Background: an optimization exercise with open tools, aiming at small area and a short achievable clock period. Do not read the settings as production practice.
Where RTL was checked, it was by simulation tests only, not by an equivalence proof against the original.
Power is estimated from default activity; no workload was simulated.

Setup of JK:
## ahb_bus_matrix
module ahb_bus_matrix
(
  input HBUSREQx0,
  input HBUSREQx1,
  input HBUSREQx2,
  input HBUSREQx3,
  input HLOCKx0,
  input HLOCKx1,
  input HLOCKx2,
  input HLOCKx3,
  input [1:0] HTRANSx0,
  input [1:0] HTRANSx1,
  input [1:0] HTRANSx2,
  input [1:0] HTRANSx3,
  input [31:0] HADDRx0,
  input [31:0] HADDRx1,
  input [31:0] HADDRx2,
  input [31:0] HADDRx3,
  input HWRITEx0,
  input HWRITEx1,
  input HWRITEx2,
  input HWRITEx3,
  input [2:0] HSIZEx0,
  input [2:0] HSIZEx1,
  input [2:0] HSIZEx2,
  input [2:0] HSIZEx3,
  input [2:0] HBURSTx0,
  input [2:0] HBURSTx1,
  input [2:0] HBURSTx2,
  input [2:0] HBURSTx3,
  input [31:0] HWDATAx0,
  input [31:0] HWDATAx1,
  input [31:0] HWDATAx2,
  input [31:0] HWDATAx3,
  input HREADYx0,
  input HREADYx1,
  input HREADYx2,
  input HREADYx3,
  input HREADYx4,
  input HREADYx5,
  input HREADYx6,
  input [1:0] HRESPx0,
  input [1:0] HRESPx1,
  input [1:0] HRESPx2,
  input [1:0] HRESPx3,
  input [1:0] HRESPx4,
  input [1:0] HRESPx5,
  input [1:0] HRESPx6,
  input [31:0] HRDATAx0,
  input [31:0] HRDATAx1,
  input [31:0] HRDATAx2,
  input [31:0] HRDATAx3,
  input [31:0] HRDATAx4,
  input [31:0] HRDATAx5,
  input [31:0] HRDATAx6, 
  input [3:0] HSPLITx0,
  input [3:0] HSPLITx1,
  input [3:0] HSPLITx2,
  input [3:0] HSPLITx3,
  input [3:0] HSPLITx4,
  input [3:0] HSPLITx5,
  input [3:0] HSPLITx6,
  output HGRANTx0,
  output HGRANTx1,
  output HGRANTx2,
  output HGRANTx3,
  output HSELx0,
  output HSELx1,
  output HSELx2,
  output HSELx3,
  output HSELx4,
  output HSELx5,
  output HSELx6,
  input HRESETn,
  input HCLK,
  output [1:0] HTRANS,
  output [31:0] HADDR,
  output HWRITE,
  output [2:0] HSIZE,
  output [2:0] HBURST,
  output [31:0] HWDATA,
  output HREADY,
  output [1:0] HRESP,
  output [31:0] HRDATA,
  output [3:0] HMASTER,
  output HMASTLOCK
);
Size: about 28 flip-flops, ~700 I/O pins, ~0.0041 mm^2 of cells after synthesis.
Settings: LEC_CHECK=0, CAP_MARGIN=20, CORE_AREA=4 4 156 156, DIE_AREA=0 0 160 160, SETUP_SLACK_MARGIN=1.4, SLEW_MARGIN=20; clock period 4.0 ns.
standard.sh (not shown) runs the stock make flow with config.mk's settings and CLKGATE_MAP_FILE= SYNTH_SCRIPT=/design/flow/synth_recipe.tcl, a recipe that flattens the netlist after the stock synthesis.
==> flow/flow/run.sh <==
#!/bin/bash
# Standard ORFS layout, with:
# - the port buffers made from the smallest buffer cell,
# - I/O pins on met3 (left/right) and met2 or met4 (top/bottom),
# - the pins of each multiplexed output bit kept together,
# - synthesis as standard except for the ABC script (flow/synth.tcl).
set -euo pipefail
export BUFFER_PORTS_ARGS="-buffer_cell sky130_fd_sc_hd__buf_1"
export IO_PLACER_H="met3"
export IO_PLACER_V="met2 met4"

bash standard.sh "SYNTH_SCRIPT=$PWD/flow/synth.tcl" finish > flow_make.log 2>&1
Other scripts of this flow, unchanged in this note and not shown: flow/flow/pin_groups.txt, flow/flow/synth.tcl
Edits applied to the flow inputs when going from JK to MS:
--- a/flow/design.v
+++ b/flow/design.v
@@ -114,21 +114,30 @@
 wire d0 = (hmd == 2'd0);
 wire d1 = (hmd == 2'd1);
 wire d2 = (hmd == 2'd2);
 wire d3 = (hmd == 2'd3);
 assign HWDATA = ({32{d0}} & HWDATAx0) | ({32{d1}} & HWDATAx1) |
                 ({32{d2}} & HWDATAx2) | ({32{d3}} & HWDATAx3);
-wire [3:0] ah = HADDR[31:28];
-wire [6:0] hsel;
-assign hsel[0] = ah[3] | (ah[2:0] == 3'd0) | (ah[2:0] == 3'd7);
-assign hsel[1] = (ah == 4'h1);
-assign hsel[2] = (ah == 4'h2);
-assign hsel[3] = (ah == 4'h3);
-assign hsel[4] = (ah == 4'h4);
-assign hsel[5] = (ah == 4'h5);
-assign hsel[6] = (ah == 4'h6);
+function [6:0] dec;
+  input [3:0] a;
+  begin
+    dec[0] = a[3] | (a[2:0] == 3'd0) | (a[2:0] == 3'd7);
+    dec[1] = (a == 4'h1);
+    dec[2] = (a == 4'h2);
+    dec[3] = (a == 4'h3);
+    dec[4] = (a == 4'h4);
+    dec[5] = (a == 4'h5);
+    dec[6] = (a == 4'h6);
+  end
+endfunction
+wire [6:0] dm0 = dec(HADDRx0[31:28]);
+wire [6:0] dm1 = dec(HADDRx1[31:28]);
+wire [6:0] dm2 = dec(HADDRx2[31:28]);
+wire [6:0] dm3 = dec(HADDRx3[31:28]);
+wire [6:0] hsel = ({7{a0}} & dm0) | ({7{a1}} & dm1) |
+                  ({7{a2}} & dm2) | ({7{a3}} & dm3);
 assign {HSELx6, HSELx5, HSELx4, HSELx3, HSELx2, HSELx1, HSELx0} = hsel;
 reg [6:0] ss_x;
 wire [6:0] ss_oh = ss_x ^ 7'b0000001;
 always @(posedge HCLK or negedge HRESETn) begin
   if (!HRESETn)     ss_x <= 7'd0;
   else if (HREADY)  ss_x <= hsel ^ 7'b0000001;
Findings:
- Result for JK and MS: all clean
- [compare] base=JK new=MS: register-to-register slack now larger; setup slack now larger; number of fill cells in the layout comparable.
- Comparing JK and MS, the higher area share of and/or/nand/nor cells after synthesis is on MS.
- MS falls short of JK in final non-filler cell area.
- First-pass GRT wire length for MS is higher than for JK.
- Of JK and MS, the run reporting the higher final cell count was MS.
- A most area-hungry cell class in the final design of multi-input gates is what MS shows, while buffers belongs to JK.
For JK, only the layout was checked, not whether the RTL still works.

========
run 1:
RTL: one of the versions met above, not the one the previous note started from.
For scale: roughly 520 cells after synthesis, about 28 flip-flops, about 700 I/O pins, roughly 0.0047 mm² of cells after synthesis.
Settings: LEC_CHECK=0, CAP_MARGIN=20, CORE_AREA=4 4 156 156, DIE_AREA=0 0 160 160, SETUP_SLACK_MARGIN=1.4, SLEW_MARGIN=20; clock period 4.0 ns.
==> flow/flow/run.sh <==
#!/bin/bash
# Standard ORFS layout, with:
# - the port buffers made from the smallest buffer cell,
# - I/O pins on met3 (left/right) and met2 or met4 (top/bottom),
# - the pins of each multiplexed output bit kept together.
set -euo pipefail
export BUFFER_PORTS_ARGS="-buffer_cell sky130_fd_sc_hd__buf_1"
export IO_PLACER_H="met3"
export IO_PLACER_V="met2 met4"
export PLACE_PINS_ARGS="$(cat flow/pin_groups.txt)"
bash standard.sh > flow_make.log 2>&1
Other scripts of this flow, unchanged in this note and not shown: flow/flow/pin_groups.txt
[inputs] run 2 vs run 1
diff --git a/flow/design.v b/flow/design.v
--- a/flow/design.v
+++ b/flow/design.v
@@ -84,20 +84,20 @@
   output [31:0] HRDATA,
   output [3:0] HMASTER,
   output HMASTLOCK
 );
 reg [1:0] grant_x;     
 reg [3:0] hm_x;        
-reg [1:0] hmd;         
+reg [3:0] hmd_oh;      
 reg       fixlen;      
 reg       split_q;     
 reg       retry_q;     
 reg [5:0] count;       
 reg [3:0] mask_n;      
 wire [1:0] grant    = grant_x ^ 2'b01;
-wire [3:0] hm_oh    = hm_x ^ 4'b0010;
+wire [3:0] hm_oh    = hm_x;
 wire [3:0] req_mask = ~mask_n;
 wire a0 = hm_oh[0];
 wire a1 = hm_oh[1];
 wire a2 = hm_oh[2];
 wire a3 = hm_oh[3];
 assign HADDR  = ({32{a0}} & HADDRx0)  | ({32{a1}} & HADDRx1)  |
@@ -108,16 +108,16 @@
                 ({2{a2}} & HTRANSx2) | ({2{a3}} & HTRANSx3);
 assign HSIZE  = ({3{a0}} & HSIZEx0)  | ({3{a1}} & HSIZEx1)  |
                 ({3{a2}} & HSIZEx2)  | ({3{a3}} & HSIZEx3);
 assign HBURST = ({3{a0}} & HBURSTx0) | ({3{a1}} & HBURSTx1) |
                 ({3{a2}} & HBURSTx2) | ({3{a3}} & HBURSTx3);
 wire [1:0] hm = {a2 | a3, a1 | a3};
-wire d0 = (hmd == 2'd0);
-wire d1 = (hmd == 2'd1);
-wire d2 = (hmd == 2'd2);
-wire d3 = (hmd == 2'd3);
+wire d0 = hmd_oh[0];
+wire d1 = hmd_oh[1];
+wire d2 = hmd_oh[2];
+wire d3 = hmd_oh[3];
 assign HWDATA = ({32{d0}} & HWDATAx0) | ({32{d1}} & HWDATAx1) |
                 ({32{d2}} & HWDATAx2) | ({32{d3}} & HWDATAx3);
 function [6:0] dec;
   input [3:0] a;
   begin
     dec[0] = a[3] | (a[2:0] == 3'd0) | (a[2:0] == 3'd7);
@@ -134,16 +134,16 @@
 wire [6:0] dm2 = dec(HADDRx2[31:28]);
 wire [6:0] dm3 = dec(HADDRx3[31:28]);
 wire [6:0] hsel = ({7{a0}} & dm0) | ({7{a1}} & dm1) |
                   ({7{a2}} & dm2) | ({7{a3}} & dm3);
 assign {HSELx6, HSELx5, HSELx4, HSELx3, HSELx2, HSELx1, HSELx0} = hsel;
 reg [6:0] ss_x;
-wire [6:0] ss_oh = ss_x ^ 7'b0000001;
-always @(posedge HCLK or negedge HRESETn) begin
-  if (!HRESETn)     ss_x <= 7'd0;
-  else if (HREADY)  ss_x <= hsel ^ 7'b0000001;
+wire [6:0] ss_oh = ss_x;
+always @(posedge HCLK or negedge HRESETn) begin
+  if (!HRESETn)     ss_x <= 7'b0000001;
+  else if (HREADY)  ss_x <= hsel;
 end
 wire s0 = ss_oh[0];
 wire s1 = ss_oh[1];
 wire s2 = ss_oh[2];
 wire s3 = ss_oh[3];
 wire s4 = ss_oh[4];
@@ -215,17 +215,17 @@
   else if (to_dummy) grant_x <= 2'd0 ^ 2'b01;
   else if (degrant)  grant_x <= next_grant ^ 2'b01;
 end
 wire [3:0] grant_oh = {g3, g2, g1, g0};
 always @(posedge HCLK or negedge HRESETn) begin
   if (!HRESETn) begin
-    hm_x <= 4'd0;
-    hmd  <= 2'd0;
+    hm_x   <= 4'b0010;
+    hmd_oh <= 4'b0001;
   end else if (HREADY) begin
-    hm_x <= grant_oh ^ 4'b0010;
-    hmd  <= hm;
+    hm_x   <= grant_oh;
+    hmd_oh <= hm_oh;
   end
 end
 always @(posedge HCLK or negedge HRESETn) begin
   if (!HRESETn) begin
     fixlen  <= 1'b0;
     split_q <= 1'b0;
[summary]
Run 2 vs run 1, worst hold-check path type: reg -> reg vs in -> async
Area of all placed cells without fillers: higher on run 1
Run 2 vs run 1: number of cells in the design after placement up by a little under 10%
Of run 1 and run 2, the run reporting the lower sequential share of layout area was run 1.
Diff run 1 -> run 2 | setup slack | decrease of 0.062 ns
Routability congestion estimate from global placement shrinks by a few percent when moving from run 1 to run 2.
Run 1 → run 2: flip-flop and latch area grew by about 6%; TritonCTS sink count saw an increase.
Only the layout flow was run in run 2; the RTL was not checked for function there.

========
Setup of job 1592:
ahb_bus_matrix again, from the RTL that the note above started with.
clock: 4.0 ns
lec_check: 0
cap_margin: 20
core_area: 6 6 194 194
die_area: 0 0 200 200
setup_slack_margin: 1.0
slew_margin: 20
==> flow/flow/run.sh <==
#!/bin/bash
# Standard ORFS layout, with the port buffers made from the smallest buffer cell.
set -euo pipefail
export BUFFER_PORTS_ARGS="-buffer_cell sky130_fd_sc_hd__buf_1"
bash standard.sh > flow_make.log 2>&1
Job 1592 ran to completion and came out clean on the timing, design-rule and antenna checks.
The following lists how job 7883 was set up differently from job 1592:
--- a/flow/design.v
+++ b/flow/design.v
@@ -86,20 +86,21 @@
   output HMASTLOCK
 );
 reg [1:0] grant_x;     
 reg [3:0] hm_x;        
 reg [1:0] hmd;         
 reg       fixlen;      
 reg       split_q;     
 reg       retry_q;     
 reg [5:0] count;       
 reg [3:0] mask_n;      
+reg [2:0] ss;          
 wire [1:0] grant    = grant_x ^ 2'b01;
 wire [3:0] hm_oh    = hm_x ^ 4'b0010;
 wire [3:0] req_mask = ~mask_n;
 wire a0 = hm_oh[0];
 wire a1 = hm_oh[1];
 wire a2 = hm_oh[2];
 wire a3 = hm_oh[3];
 assign HADDR  = ({32{a0}} & HADDRx0)  | ({32{a1}} & HADDRx1)  |
                 ({32{a2}} & HADDRx2)  | ({32{a3}} & HADDRx3);
 assign HWRITE = (a0 & HWRITEx0) | (a1 & HWRITEx1) |
@@ -110,52 +111,40 @@
                 ({3{a2}} & HSIZEx2)  | ({3{a3}} & HSIZEx3);
 assign HBURST = ({3{a0}} & HBURSTx0) | ({3{a1}} & HBURSTx1) |
                 ({3{a2}} & HBURSTx2) | ({3{a3}} & HBURSTx3);
 wire [1:0] hm = {a2 | a3, a1 | a3};
 wire d0 = (hmd == 2'd0);
 wire d1 = (hmd == 2'd1);
 wire d2 = (hmd == 2'd2);
 wire d3 = (hmd == 2'd3);
 assign HWDATA = ({32{d0}} & HWDATAx0) | ({32{d1}} & HWDATAx1) |
                 ({32{d2}} & HWDATAx2) | ({32{d3}} & HWDATAx3);
-function [6:0] dec;
-  input [3:0] a;
-  begin
-    dec[0] = a[3] | (a[2:0] == 3'd0) | (a[2:0] == 3'd7);
-    dec[1] = (a == 4'h1);
-    dec[2] = (a == 4'h2);
-    dec[3] = (a == 4'h3);
-    dec[4] = (a == 4'h4);
-    dec[5] = (a == 4'h5);
-    dec[6] = (a == 4'h6);
-  end
-endfunction
-wire [6:0] dm0 = dec(HADDRx0[31:28]);
-wire [6:0] dm1 = dec(HADDRx1[31:28]);
-wire [6:0] dm2 = dec(HADDRx2[31:28]);
-wire [6:0] dm3 = dec(HADDRx3[31:28]);
-wire [6:0] hsel = ({7{a0}} & dm0) | ({7{a1}} & dm1) |
-                  ({7{a2}} & dm2) | ({7{a3}} & dm3);
-assign {HSELx6, HSELx5, HSELx4, HSELx3, HSELx2, HSELx1, HSELx0} = hsel;
-reg [6:0] ss_x;
-wire [6:0] ss_oh = ss_x ^ 7'b0000001;
-always @(posedge HCLK or negedge HRESETn) begin
-  if (!HRESETn)     ss_x <= 7'd0;
-  else if (HREADY)  ss_x <= hsel ^ 7'b0000001;
-end
-wire s0 = ss_oh[0];
-wire s1 = ss_oh[1];
-wire s2 = ss_oh[2];
-wire s3 = ss_oh[3];
-wire s4 = ss_oh[4];
-wire s5 = ss_oh[5];
-wire s6 = ss_oh[6];
+wire [3:0] ah = HADDR[31:28];
+assign HSELx1 = (ah == 4'h1);
+assign HSELx2 = (ah == 4'h2);
+assign HSELx3 = (ah == 4'h3);
+assign HSELx4 = (ah == 4'h4);
+assign HSELx5 = (ah == 4'h5);
+assign HSELx6 = (ah == 4'h6);
+assign HSELx0 = ah[3] | (ah[2:0] == 3'd0) | (ah[2:0] == 3'd7);
+wire [2:0] ss_dec = HSELx0 ? 3'd0 : ah[2:0];
+always @(posedge HCLK or negedge HRESETn) begin
+  if (!HRESETn)     ss <= 3'd0;
+  else if (HREADY)  ss <= ss_dec;
+end
+wire s0 = (ss == 3'd0);
+wire s1 = (ss == 3'd1);
+wire s2 = (ss == 3'd2);
+wire s3 = (ss == 3'd3);
+wire s4 = (ss == 3'd4);
+wire s5 = (ss == 3'd5);
+wire s6 = (ss == 3'd6);
 assign HRDATA = ({32{s0}} & HRDATAx0) | ({32{s1}} & HRDATAx1) |
                 ({32{s2}} & HRDATAx2) | ({32{s3}} & HRDATAx3) |
                 ({32{s4}} & HRDATAx4) | ({32{s5}} & HRDATAx5) |
                 ({32{s6}} & HRDATAx6);
 assign HRESP  = ({2{s0}} & HRESPx0) | ({2{s1}} & HRESPx1) |
                 ({2{s2}} & HRESPx2) | ({2{s3}} & HRESPx3) |
                 ({2{s4}} & HRESPx4) | ({2{s5}} & HRESPx5) |
                 ({2{s6}} & HRESPx6);
 assign HREADY = (s0 & HREADYx0) | (s1 & HREADYx1) |
                 (s2 & HREADYx2) | (s3 & HREADYx3) |
==> summary.txt <==
Job 7883: met2 layer wire length in the routed design 2.2% above job 1592
From job 1592 to job 7883 the numbers moved as follows: transition time at the pin with the least slew margin -0.29 ns; total wirelength of the detailed-routed design fell 420 um; power rose by 3.7%; design area saw an increase; met3 wire length -about 18%.
Relative to job 1592, the total power divided by cell area measured on job 7883 has decreased by a few percent.
Cmp job 7883 and job 1592 / netlist area before placement / higher: job 7883
Shortest clock period the worst path allows after layout for job 7883: 0.010 ns up relative to job 1592
Taking job 1592 as the reference, in job 7883 portion of the clock cycle consumed by the worst path in the final layout shows an increase of 0.25 points, peak supply drop +0.047 mV.
Compared with job 1592, in job 7883 number of nets in the layout climbed 69, utilization climbed 1.7 points.
For job 7883, only the layout was checked, not whether the RTL still works.

## re-timing with driven ports
In the flow no input, the clock included, has a driving cell. The finished layouts below were timed again as built, in two steps.
Step 1 (the two cells are an assumption about what drives the block):
set clk [get_ports {HCLK}]
set_driving_cell -lib_cell sky130_fd_sc_hd__clkbuf_16 $clk
set_driving_cell -lib_cell sky130_fd_sc_hd__buf_2 [delete_from_list [all_inputs] $clk]
Step 2 moves the port delays by t, midway between the first and last clock arrival at a register: inputs arrive t later, outputs are due t later. That takes back most of the time a late clock gives input paths.
a / b / c = no drivers / after step 1 / after step 2; a / b = the first two.
run	t (ns)	setup WS [ns]	worst hold slack (ns)	clock arrival spread, ns	slew at the worst register clock pin (ns)
JK	0.319	0.762 / 0.716 / 0.716	0.590 / 0.587 / 0.590	0.002 / 0.002	0.07 / 0.07
MS	0.309	1.350 / 1.304 / 1.163	0.525 / 0.544 / 0.578	0.003 / 0.003	0.08 / 0.08
run 1	0.304	1.449 / 1.399 / 1.399	0.617 / 0.608 / 0.618	0.005 / 0.005	0.08 / 0.08
run 2	0.303	1.387 / 1.352 / 1.229	0.561 / 0.561 / 0.561	0.004 / 0.003	0.05 / 0.05
job 1592	0.320	1.046 / 1.004 / 1.212	0.519 / 0.519 / 0.519	0.010 / 0.010	0.09 / 0.09
job 7883	0.312	1.035 / 0.988 / 1.036	0.565 / 0.553 / 0.632	0.003 / 0.004	0.07 / 0.07
After both steps setup and hold are still met in every run listed. For MS, which loses most, drivers alone change the setup slack by -0.046 ns; drivers and shift together by -0.187 ns.
